Context: an optimization exercise on an open-source flow, tuned for small area and a short achievable clock period. The choices shown serve that exercise and are no tape-out recipe. At most, simulation tests tie the RTL to the original design; equivalence was not proved.

Setup of the reference run:
==> module mac_acc, before the edit <==
module mac_acc(input sys_en, input [24:0] acc, input [15:0] prod, output [24:0] acc_next);
    wire [15:0] pg = prod & {16{sys_en}};
    wire cy16;
    wire [15:0] lo_sum;
    wire [15:0] g152 = acc[15:0] & pg;
    wire [15:0] p153 = acc[15:0] ^ pg;
    wire G154 = g152[1] | (p153[1] & g152[0]);
    wire G155 = g152[2] | (p153[2] & G154);
    wire G156 = g152[3] | (p153[3] & G155);
    wire G157 = g152[4] | (p153[4] & G156);
    wire G158 = g152[5] | (p153[5] & G157);
    wire G159 = g152[6] | (p153[6] & G158);
    wire G160 = g152[7] | (p153[7] & G159);
    wire G161 = g152[8] | (p153[8] & G160);
    wire G162 = g152[9] | (p153[9] & G161);
    wire G163 = g152[10] | (p153[10] & G162);
    wire G164 = g152[11] | (p153[11] & G163);
    wire G165 = g152[13] | (p153[13] & g152[12]);
    wire P166 = p153[13] & p153[12];
    wire G167 = g152[15] | (p153[15] & g152[14]);
    wire P168 = p153[15] & p153[14];
    wire G169 = g152[14] | (p153[14] & G165);
    wire P170 = p153[14] & P166;
    wire G171 = G167 | (P168 & G165);
    wire P172 = P168 & P166;
    wire G173 = g152[12] | (p153[12] & G164);
    wire G174 = G165 | (P166 & G164);
    wire G175 = G169 | (P170 & G164);
    wire G176 = G171 | (P172 & G164);
    assign lo_sum = p153 ^ {G175, G174, G173, G164, G163, G162, G161, G160, G159, G158, G157, G156, G155, G154, g152[0], 1'b0};
    assign cy16 = G176;
    assign acc_next[15:0] = lo_sum;
    wire inc = cy16 & ~pg[15];
    wire dec = pg[15] & ~cy16;
    wire [8:0] hi = acc[24:16];
    wire [8:0] ones, zeros;
    assign ones[0] = 1'b1;
    assign zeros[0] = 1'b1;
    assign ones[1] = ones[0] & hi[0];
    assign zeros[1] = zeros[0] & ~hi[0];
    assign ones[2] = ones[1] & hi[1];
    assign zeros[2] = zeros[1] & ~hi[1];
    assign ones[3] = ones[2] & hi[2];
    assign zeros[3] = zeros[2] & ~hi[2];
    assign ones[4] = ones[3] & hi[3];
    assign zeros[4] = zeros[3] & ~hi[3];
    assign ones[5] = ones[4] & hi[4];
    assign zeros[5] = zeros[4] & ~hi[4];
    assign ones[6] = ones[5] & hi[5];
    assign zeros[6] = zeros[5] & ~hi[5];
    assign ones[7] = ones[6] & hi[6];
    assign zeros[7] = zeros[6] & ~hi[6];
    assign ones[8] = ones[7] & hi[7];
    assign zeros[8] = zeros[7] & ~hi[7];
    assign acc_next[24:16] = hi ^ (({9{inc}} & ones) | ({9{dec}} & zeros));
endmodule
export LEC_CHECK = 0
export CAP_MARGIN = 20
export CORE_MARGIN = 2
export CORE_UTILIZATION = 40
export SETUP_SLACK_MARGIN = 2.5
export SLEW_MARGIN = 20
create_clock -name core_clock -period 12.0 [get_ports {sys_clk}]
standard.sh (not shown) runs the stock make flow with config.mk's settings and CLKGATE_MAP_FILE= SYNTH_SCRIPT=/design/flow/synth_recipe.tcl, a recipe that flattens the netlist after the stock synthesis.
==> flow/flow/run.sh <==
#!/bin/bash
set -euo pipefail
sed 's/yosys synth -nofsm -noshare/yosys synth -nofsm -noshare -noabc/' synth_recipe.tcl > my_synth.tcl
bash standard.sh "SYNTH_SCRIPT=$PWD/my_synth.tcl" "BUFFER_PORTS_ARGS=-buffer_cell sky130_fd_sc_hd__buf_1" finish > standard.log 2>&1
What the trial run does differently from the reference run at the input level:
diff --git a/flow/design.v b/flow/design.v
--- a/flow/design.v
+++ b/flow/design.v
@@ -335,26 +335,42 @@
     wire G157 = g152[4] | (p153[4] & G156);
     wire G158 = g152[5] | (p153[5] & G157);
     wire G159 = g152[6] | (p153[6] & G158);
     wire G160 = g152[7] | (p153[7] & G159);
-    wire G161 = g152[8] | (p153[8] & G160);
-    wire G162 = g152[9] | (p153[9] & G161);
-    wire G163 = g152[10] | (p153[10] & G162);
-    wire G164 = g152[11] | (p153[11] & G163);
+    wire G161 = g152[9] | (p153[9] & g152[8]);
+    wire P162 = p153[9] & p153[8];
+    wire G163 = g152[11] | (p153[11] & g152[10]);
+    wire P164 = p153[11] & p153[10];
     wire G165 = g152[13] | (p153[13] & g152[12]);
     wire P166 = p153[13] & p153[12];
     wire G167 = g152[15] | (p153[15] & g152[14]);
     wire P168 = p153[15] & p153[14];
-    wire G169 = g152[14] | (p153[14] & G165);
-    wire P170 = p153[14] & P166;
-    wire G171 = G167 | (P168 & G165);
-    wire P172 = P168 & P166;
-    wire G173 = g152[12] | (p153[12] & G164);
-    wire G174 = G165 | (P166 & G164);
-    wire G175 = G169 | (P170 & G164);
-    wire G176 = G171 | (P172 & G164);
-    assign lo_sum = p153 ^ {G175, G174, G173, G164, G163, G162, G161, G160, G159, G158, G157, G156, G155, G154, g152[0], 1'b0};
-    assign cy16 = G176;
+    wire G169 = g152[10] | (p153[10] & G161);
+    wire P170 = p153[10] & P162;
+    wire G171 = G163 | (P164 & G161);
+    wire P172 = P164 & P162;
+    wire G173 = g152[14] | (p153[14] & G165);
+    wire P174 = p153[14] & P166;
+    wire G175 = G167 | (P168 & G165);
+    wire P176 = P168 & P166;
+    wire G177 = g152[12] | (p153[12] & G171);
+    wire P178 = p153[12] & P172;
+    wire G179 = G165 | (P166 & G171);
+    wire P180 = P166 & P172;
+    wire G181 = G173 | (P174 & G171);
+    wire P182 = P174 & P172;
+    wire G183 = G175 | (P176 & G171);
+    wire P184 = P176 & P172;
+    wire G185 = g152[8] | (p153[8] & G160);
+    wire G186 = G161 | (P162 & G160);
+    wire G187 = G169 | (P170 & G160);
+    wire G188 = G171 | (P172 & G160);
+    wire G189 = G177 | (P178 & G160);
+    wire G190 = G179 | (P180 & G160);
+    wire G191 = G181 | (P182 & G160);
+    wire G192 = G183 | (P184 & G160);
+    assign lo_sum = p153 ^ {G191, G190, G189, G188, G187, G186, G185, G160, G159, G158, G157, G156, G155, G154, g152[0], 1'b0};
+    assign cy16 = G192;
     assign acc_next[15:0] = lo_sum;
     wire inc = cy16 & ~pg[15];
     wire dec = pg[15] & ~cy16;
     wire [8:0] hi = acc[24:16];
## What came out
Comparing the reference run and the trial run, the higher transition at the pin with the smallest max-transition slack is on the trial run. The final critical path time including I/O delays and setup of the trial run is lower than that of the reference run. Looking at total die area, the trial run sits above the reference run. The trial run against the reference run: global-route wire length before repair decreased 3.2%, worst hold slack decreased 30 ps, met2 usage in global routing decreased 2.4 points, placed wire-length estimate after detailed placement increased about 2%. The trial run vs the reference run: worst path required time down in the trial run. Route | the trial run vs the reference run | wire shorter in the trial run. Of the trial run and the reference run, it is the trial run that has the higher number of multi-input logic gates.
Function not checked in the reference run: the RTL went through the layout flow alone.


job 6801:
Another version of the RTL of MAC_25 (not shown whole).
For scale: roughly 25 flip-flops, about 3300 sq um of cells after synthesis.
clock: 12.0 ns
lec_check: 0
cap_margin: 20
core_margin: 2
core_utilization: 40
setup_slack_margin: 2.5
slew_margin: 20
Scripts as last shown in full above: flow/flow/run.sh
The inputs of job 3450 differ from those of job 6801 as listed below.
diff --git a/flow/design.v b/flow/design.v
--- a/flow/design.v
+++ b/flow/design.v
@@ -186,24 +186,24 @@
     wire c18 = (c8 & s13) | (c8 & s15) | (s13 & s15);
     wire s19 = c10 ^ s17 ^ c12;
     wire c20 = (c10 & s17) | (c10 & c12) | (s17 & c12);
     wire s21 = pp0_6 ^ pp1_5 ^ pp2_4;
     wire c22 = (pp0_6 & pp1_5) | (pp0_6 & pp2_4) | (pp1_5 & pp2_4);
     wire s23 = pp3_3 ^ pp4_2 ^ pp5_1;
     wire c24 = (pp3_3 & pp4_2) | (pp3_3 & pp5_1) | (pp4_2 & pp5_1);
     wire s25 = pp6_0 ^ c14 ^ c16;
     wire c26 = (pp6_0 & c14) | (pp6_0 & c16) | (c14 & c16);
     wire s27 = s21 ^ s23 ^ c18;
     wire c28 = (s21 & s23) | (s21 & c18) | (s23 & c18);
-    wire s29 = ~(s25 ^ s27);
-    wire c30 = s25 | s27;
+    wire s29 = s25 ^ s27 ^ c20;
+    wire c30 = (s25 & s27) | (s25 & c20) | (s27 & c20);
     wire s31 = 1'b0 ^ pp0_7 ^ pp1_6;
     wire c32 = (1'b0 & pp0_7) | (1'b0 & pp1_6) | (pp0_7 & pp1_6);
     wire s33 = pp2_5 ^ pp3_4 ^ pp4_3;
     wire c34 = (pp2_5 & pp3_4) | (pp2_5 & pp4_3) | (pp3_4 & pp4_3);
     wire s35 = pp5_2 ^ pp6_1 ^ c22;
     wire c36 = (pp5_2 & pp6_1) | (pp5_2 & c22) | (pp6_1 & c22);
     wire s37 = c24 ^ s31 ^ s33;
     wire c38 = (c24 & s31) | (c24 & s33) | (s31 & s33);
     wire s39 = c26 ^ pp7_0 ^ s35;
     wire c40 = (c26 & pp7_0) | (c26 & s35) | (pp7_0 & s35);
     wire s41 = s37 ^ c28 ^ s39;
@@ -242,24 +242,24 @@
     wire c74 = (pp4_7 & pp5_6) | (pp4_7 & pp6_5) | (pp5_6 & pp6_5);
     wire s75 = c66 ^ s73 ^ c68;
     wire c76 = (c66 & s73) | (c66 & c68) | (s73 & c68);
     wire s77 = pp7_4 ^ c70 ^ s75;
     wire c78 = (pp7_4 & c70) | (pp7_4 & s75) | (c70 & s75);
     wire s79 = pp5_7 ^ pp6_6 ^ c74;
     wire c80 = (pp5_7 & pp6_6) | (pp5_7 & c74) | (pp6_6 & c74);
     wire s81 = pp7_5 ^ s79 ^ c76;
     wire c82 = (pp7_5 & s79) | (pp7_5 & c76) | (s79 & c76);
     wire s83 = pp6_7 ^ c80 ^ pp7_6;
     wire c84 = (pp6_7 & c80) | (pp6_7 & pp7_6) | (c80 & pp7_6);
-    assign ra = {1'b0, pp7_7, s83, c78, s77, c64, c54, c42, c30, c20, s19, s11, s5, s1, pp0_1, pp0_0};
-    assign rb = {1'b1, c84, c82, s81, c72, s71, s63, s53, s41, s29, 1'b1, 1'b1, 1'b1, 1'b1, pp1_0, 1'b1};
+    assign ra = {1'b0, pp7_7, s83, c78, s77, c64, c54, c42, s41, s29, s19, s11, s5, s1, pp0_1, pp0_0};
+    assign rb = {1'b1, c84, c82, s81, c72, s71, s63, s53, c30, 1'b1, 1'b1, 1'b1, 1'b1, 1'b1, pp1_0, 1'b1};
 endmodule
 module mac_cpa(input [15:0] ra, input [15:0] rb, output [15:0] prod);
     wire [15:0] g85 = ra & rb;
     wire [15:0] p86 = ra ^ rb;
     wire g87 = ra[0] | rb[0];
     wire G88 = g85[1] | (p86[1] & g87);
     wire P89 = p86[1] & p86[0];
     wire G90 = g85[3] | (p86[3] & g85[2]);
     wire P91 = p86[3] & p86[2];
     wire G92 = g85[5] | (p86[5] & g85[4]);
     wire P93 = p86[5] & p86[4];
==> notes.md <==
- Job 3450 vs job 6801 — number of filler cells placed in the layout dropped about 3%.
- Flip-flop and latch count after synthesis: job 6801 vs job 3450, no meaningful difference
- Between job 3450 and job 6801, final worst slack is lower for job 6801, job 3450 comes in above that.
- Against job 6801, job 3450 reports a final routed wirelength across all metal layers that is lower.
- Diff job 6801..job 3450 | boundary pin count | negligible
- Job 6801 has a lower core utilization than job 3450.
- Changes observed in job 3450 relative to job 6801: total via count after detailed routing went down, final estimated routing congestion in global placement went down, combined area of the multi-input logic cells went down.
- Job 3450 vs job 6801 on finished layout cell area: job 3450 is the lower one.
The RTL of job 6801 was laid out without a check of its function.


Setup of pepper:
MAC_25, a different RTL version from the one above (not shown whole).
For scale: about 330 cells after synthesis, ~61 I/O pins, roughly 3400 um^2 of cells after synthesis.
==> module mac_cpa, before the edit <==
module mac_cpa(input [15:0] ra, input [15:0] rb, output [15:0] prod);
    assign prod = ra + rb;
endmodule
==> module mac_acc, before the edit <==
module mac_acc(input sys_en, input [24:0] acc, input [15:0] prod, output [24:0] acc_next);
    wire [15:0] pg = prod & {16{sys_en}};
    wire cy16;
    wire [15:0] lo_sum;
    wire [15:0] g85 = acc[15:0] & pg;
    wire [15:0] p86 = acc[15:0] ^ pg;
    wire G87 = g85[1] | (p86[1] & g85[0]);
    wire P88 = p86[1] & p86[0];
    wire G89 = g85[3] | (p86[3] & g85[2]);
    wire P90 = p86[3] & p86[2];
    wire G91 = g85[5] | (p86[5] & g85[4]);
    wire P92 = p86[5] & p86[4];
    wire G93 = g85[7] | (p86[7] & g85[6]);
    wire P94 = p86[7] & p86[6];
    wire G95 = g85[9] | (p86[9] & g85[8]);
    wire P96 = p86[9] & p86[8];
    wire G97 = g85[11] | (p86[11] & g85[10]);
    wire P98 = p86[11] & p86[10];
    wire G99 = g85[13] | (p86[13] & g85[12]);
    wire P100 = p86[13] & p86[12];
    wire G101 = g85[15] | (p86[15] & g85[14]);
    wire P102 = p86[15] & p86[14];
    wire G103 = g85[2] | (p86[2] & G87);
    wire P104 = p86[2] & P88;
    wire G105 = G89 | (P90 & G87);
    wire P106 = P90 & P88;
    wire G107 = g85[6] | (p86[6] & G91);
    wire P108 = p86[6] & P92;
    wire G109 = G93 | (P94 & G91);
    wire P110 = P94 & P92;
    wire G111 = g85[10] | (p86[10] & G95);
    wire P112 = p86[10] & P96;
    wire G113 = G97 | (P98 & G95);
    wire P114 = P98 & P96;
    wire G115 = g85[14] | (p86[14] & G99);
    wire P116 = p86[14] & P100;
    wire G117 = G101 | (P102 & G99);
    wire P118 = P102 & P100;
    wire G119 = g85[4] | (p86[4] & G105);
    wire P120 = p86[4] & P106;
    wire G121 = G91 | (P92 & G105);
    wire P122 = P92 & P106;
    wire G123 = G107 | (P108 & G105);
    wire P124 = P108 & P106;
    wire G125 = G109 | (P110 & G105);
    wire P126 = P110 & P106;
    wire G127 = g85[12] | (p86[12] & G113);
    wire P128 = p86[12] & P114;
    wire G129 = G99 | (P100 & G113);
    wire P130 = P100 & P114;
    wire G131 = G115 | (P116 & G113);
    wire P132 = P116 & P114;
    wire G133 = G117 | (P118 & G113);
    wire P134 = P118 & P114;
    wire G135 = g85[8] | (p86[8] & G125);
    wire P136 = p86[8] & P126;
    wire G137 = G95 | (P96 & G125);
    wire P138 = P96 & P126;
    wire G139 = G111 | (P112 & G125);
    wire P140 = P112 & P126;
    wire G141 = G113 | (P114 & G125);
    wire P142 = P114 & P126;
    wire G143 = G127 | (P128 & G125);
    wire P144 = P128 & P126;
    wire G145 = G129 | (P130 & G125);
    wire P146 = P130 & P126;
    wire G147 = G131 | (P132 & G125);
    wire P148 = P132 & P126;
    wire G149 = G133 | (P134 & G125);
    wire P150 = P134 & P126;
    assign lo_sum = p86 ^ {G147, G145, G143, G141, G139, G137, G135, G125, G123, G121, G119, G105, G103, G87, g85[0], 1'b0};
    assign cy16 = G149;
    assign acc_next[15:0] = lo_sum;
    wire inc = cy16 & ~pg[15];
    wire dec = pg[15] & ~cy16;
    wire [8:0] hi = acc[24:16];
    wire [8:0] ones, zeros;
    assign ones[0] = 1'b1;
    assign zeros[0] = 1'b1;
    assign ones[1] = ones[0] & hi[0];
    assign zeros[1] = zeros[0] & ~hi[0];
    assign ones[2] = ones[1] & hi[1];
    assign zeros[2] = zeros[1] & ~hi[1];
    assign ones[3] = ones[2] & hi[2];
    assign zeros[3] = zeros[2] & ~hi[2];
    assign ones[4] = ones[3] & hi[3];
    assign zeros[4] = zeros[3] & ~hi[3];
    assign ones[5] = ones[4] & hi[4];
    assign zeros[5] = zeros[4] & ~hi[4];
    assign ones[6] = ones[5] & hi[5];
    assign zeros[6] = zeros[5] & ~hi[5];
    assign ones[7] = ones[6] & hi[6];
    assign zeros[7] = zeros[6] & ~hi[6];
    assign ones[8] = ones[7] & hi[7];
    assign zeros[8] = zeros[7] & ~hi[7];
    assign acc_next[24:16] = hi ^ (({9{inc}} & ones) | ({9{dec}} & zeros));
endmodule
clock: 12.0 ns
lec_check: 0
cap_margin: 20
core_margin: 2
core_utilization: 40
setup_slack_margin: 2.5
slew_margin: 20
Scripts as last shown in full above: flow/flow/run.sh
Modified inputs, tundra compared to pepper
diff --git a/flow/design.v b/flow/design.v
--- a/flow/design.v
+++ b/flow/design.v
@@ -251,20 +251,14 @@
     wire s83 = pp6_7 ^ c80 ^ pp7_6;
     wire c84 = (pp6_7 & c80) | (pp6_7 & pp7_6) | (c80 & pp7_6);
     assign ra = {1'b1, pp7_7, s83, c78, s77, c64, c54, c42, c30, c20, s19, s11, s5, s1, pp0_1, pp0_0};
     assign rb = {1'b0, c84, c82, s81, c72, s71, s63, s53, s41, s29, 1'b0, 1'b0, 1'b0, 1'b0, pp1_0, 1'b0};
 endmodule
 module mac_cpa(input [15:0] ra, input [15:0] rb, output [15:0] prod);
-    assign prod = ra + rb;
-endmodule
-module mac_acc(input sys_en, input [24:0] acc, input [15:0] prod, output [24:0] acc_next);
-    wire [15:0] pg = prod & {16{sys_en}};
-    wire cy16;
-    wire [15:0] lo_sum;
-    wire [15:0] g85 = acc[15:0] & pg;
-    wire [15:0] p86 = acc[15:0] ^ pg;
+    wire [15:0] g85 = ra & rb;
+    wire [15:0] p86 = ra ^ rb;
     wire G87 = g85[1] | (p86[1] & g85[0]);
     wire P88 = p86[1] & p86[0];
     wire G89 = g85[3] | (p86[3] & g85[2]);
     wire P90 = p86[3] & p86[2];
     wire G91 = g85[5] | (p86[5] & g85[4]);
     wire P92 = p86[5] & p86[4];
@@ -323,14 +317,51 @@
     wire G145 = G129 | (P130 & G125);
     wire P146 = P130 & P126;
     wire G147 = G131 | (P132 & G125);
     wire P148 = P132 & P126;
     wire G149 = G133 | (P134 & G125);
     wire P150 = P134 & P126;
-    assign lo_sum = p86 ^ {G147, G145, G143, G141, G139, G137, G135, G125, G123, G121, G119, G105, G103, G87, g85[0], 1'b0};
-    assign cy16 = G149;
+    assign prod = p86 ^ {G147, G145, G143, G141, G139, G137, G135, G125, G123, G121, G119, G105, G103, G87, g85[0], 1'b0};
+endmodule
+module mac_acc(input sys_en, input [24:0] acc, input [15:0] prod, output [24:0] acc_next);
+    wire [15:0] pg = prod & {16{sys_en}};
+    wire cy16;
+    wire [15:0] lo_sum;
+    wire [15:0] g151 = acc[15:0] & pg;
+    wire [15:0] p152 = acc[15:0] ^ pg;
+    wire G153 = g151[1] | (p152[1] & g151[0]);
+    wire G154 = g151[2] | (p152[2] & G153);
+    wire G155 = g151[3] | (p152[3] & G154);
+    wire G156 = g151[4] | (p152[4] & G155);
+    wire G157 = g151[5] | (p152[5] & G156);
+    wire G158 = g151[6] | (p152[6] & G157);
+    wire G159 = g151[7] | (p152[7] & G158);
+    wire G160 = g151[8] | (p152[8] & G159);
+    wire G161 = g151[9] | (p152[9] & G160);
+    wire G162 = g151[11] | (p152[11] & g151[10]);
+    wire P163 = p152[11] & p152[10];
+    wire G164 = g151[13] | (p152[13] & g151[12]);
+    wire P165 = p152[13] & p152[12];
+    wire G166 = g151[15] | (p152[15] & g151[14]);
+    wire P167 = p152[15] & p152[14];
+    wire G168 = g151[12] | (p152[12] & G162);
+    wire P169 = p152[12] & P163;
+    wire G170 = G164 | (P165 & G162);
+    wire P171 = P165 & P163;
+    wire G172 = g151[14] | (p152[14] & G170);
+    wire P173 = p152[14] & P171;
+    wire G174 = G166 | (P167 & G170);
+    wire P175 = P167 & P171;
+    wire G176 = g151[10] | (p152[10] & G161);
+    wire G177 = G162 | (P163 & G161);
+    wire G178 = G168 | (P169 & G161);
+    wire G179 = G170 | (P171 & G161);
+    wire G180 = G172 | (P173 & G161);
+    wire G181 = G174 | (P175 & G161);
+    assign lo_sum = p152 ^ {G180, G179, G178, G177, G176, G161, G160, G159, G158, G157, G156, G155, G154, G153, g151[0], 1'b0};
+    assign cy16 = G181;
     assign acc_next[15:0] = lo_sum;
     wire inc = cy16 & ~pg[15];
     wire dec = pg[15] & ~cy16;
     wire [8:0] hi = acc[24:16];
     wire [8:0] ones, zeros;
     assign ones[0] = 1'b1;
==> comparison <==
Number of cells traversed by the worst register-to-register path was lower in pepper than in tundra. In tundra the die area turned out about 7% lower than in pepper. Detailed route, tundra vs pepper: via total lower for tundra. Going from pepper to tundra, the synthesized area was found to have gone down by 7.3%. | post-synthesis instance total | tundra vs pepper | about 9% lower |. Any difference in clock transition at the registers of the reported paths between tundra and pepper is small enough to ignore. Final period demand of the worst path of pepper is on par with tundra. Comparing pepper and tundra, the higher starting density of the core was measured on pepper. tundra vs pepper: total number of tap cells down by a few percent. Re share of the final layout cell area in sequential cells: pepper and tundra aren't equal, and the higher value belongs to tundra. Going from pepper to tundra, fraction of the mapped netlist area in adder cells grows by 4.6 points.
Function was not checked in any run of this note: the RTL went through the layout flow alone.

-- what the ideal ports hide --
In the flow no input, the clock included, has a driving cell. The finished layouts below were timed again as built, in two steps.
Step 1 (the two cells are an assumption about what drives the block):
set clk [get_ports {sys_clk}]
set_driving_cell -lib_cell sky130_fd_sc_hd__clkbuf_16 $clk
set_driving_cell -lib_cell sky130_fd_sc_hd__buf_2 [delete_from_list [all_inputs] $clk]
Step 2, shift: input delay + t, output delay - t, t = (earliest + latest rising clock arrival at the registers) / 2. This alone moves slack from input paths to output paths.
Slacks: ideal ports / drivers / drivers and shift; pairs: ideal ports / drivers.
run | t (ns) | setup WS [ns] | worst hold slack (ns)
the reference run | 0.293 | 2.392 / 2.378 / 2.085 | 0.499 / 0.499 / 0.499
the trial run | 0.295 | 2.806 / 2.782 / 2.665 | 0.468 / 0.468 / 0.468
job 6801 | 0.294 | 2.713 / 2.665 / 2.665 | 0.486 / 0.486 / 0.486
job 3450 | 0.289 | 2.853 / 2.815 / 2.597 | 0.485 / 0.485 / 0.485
pepper | 0.294 | 2.761 / 2.738 / 2.656 | 0.468 / 0.468 / 0.468
tundra | 0.290 | 2.762 / 2.740 / 2.549 | 0.474 / 0.474 / 0.474
After both steps every run listed still meets setup and hold. For the reference run, which loses most, drivers alone change the setup slack by -0.014 ns; drivers and shift together by -0.307 ns.
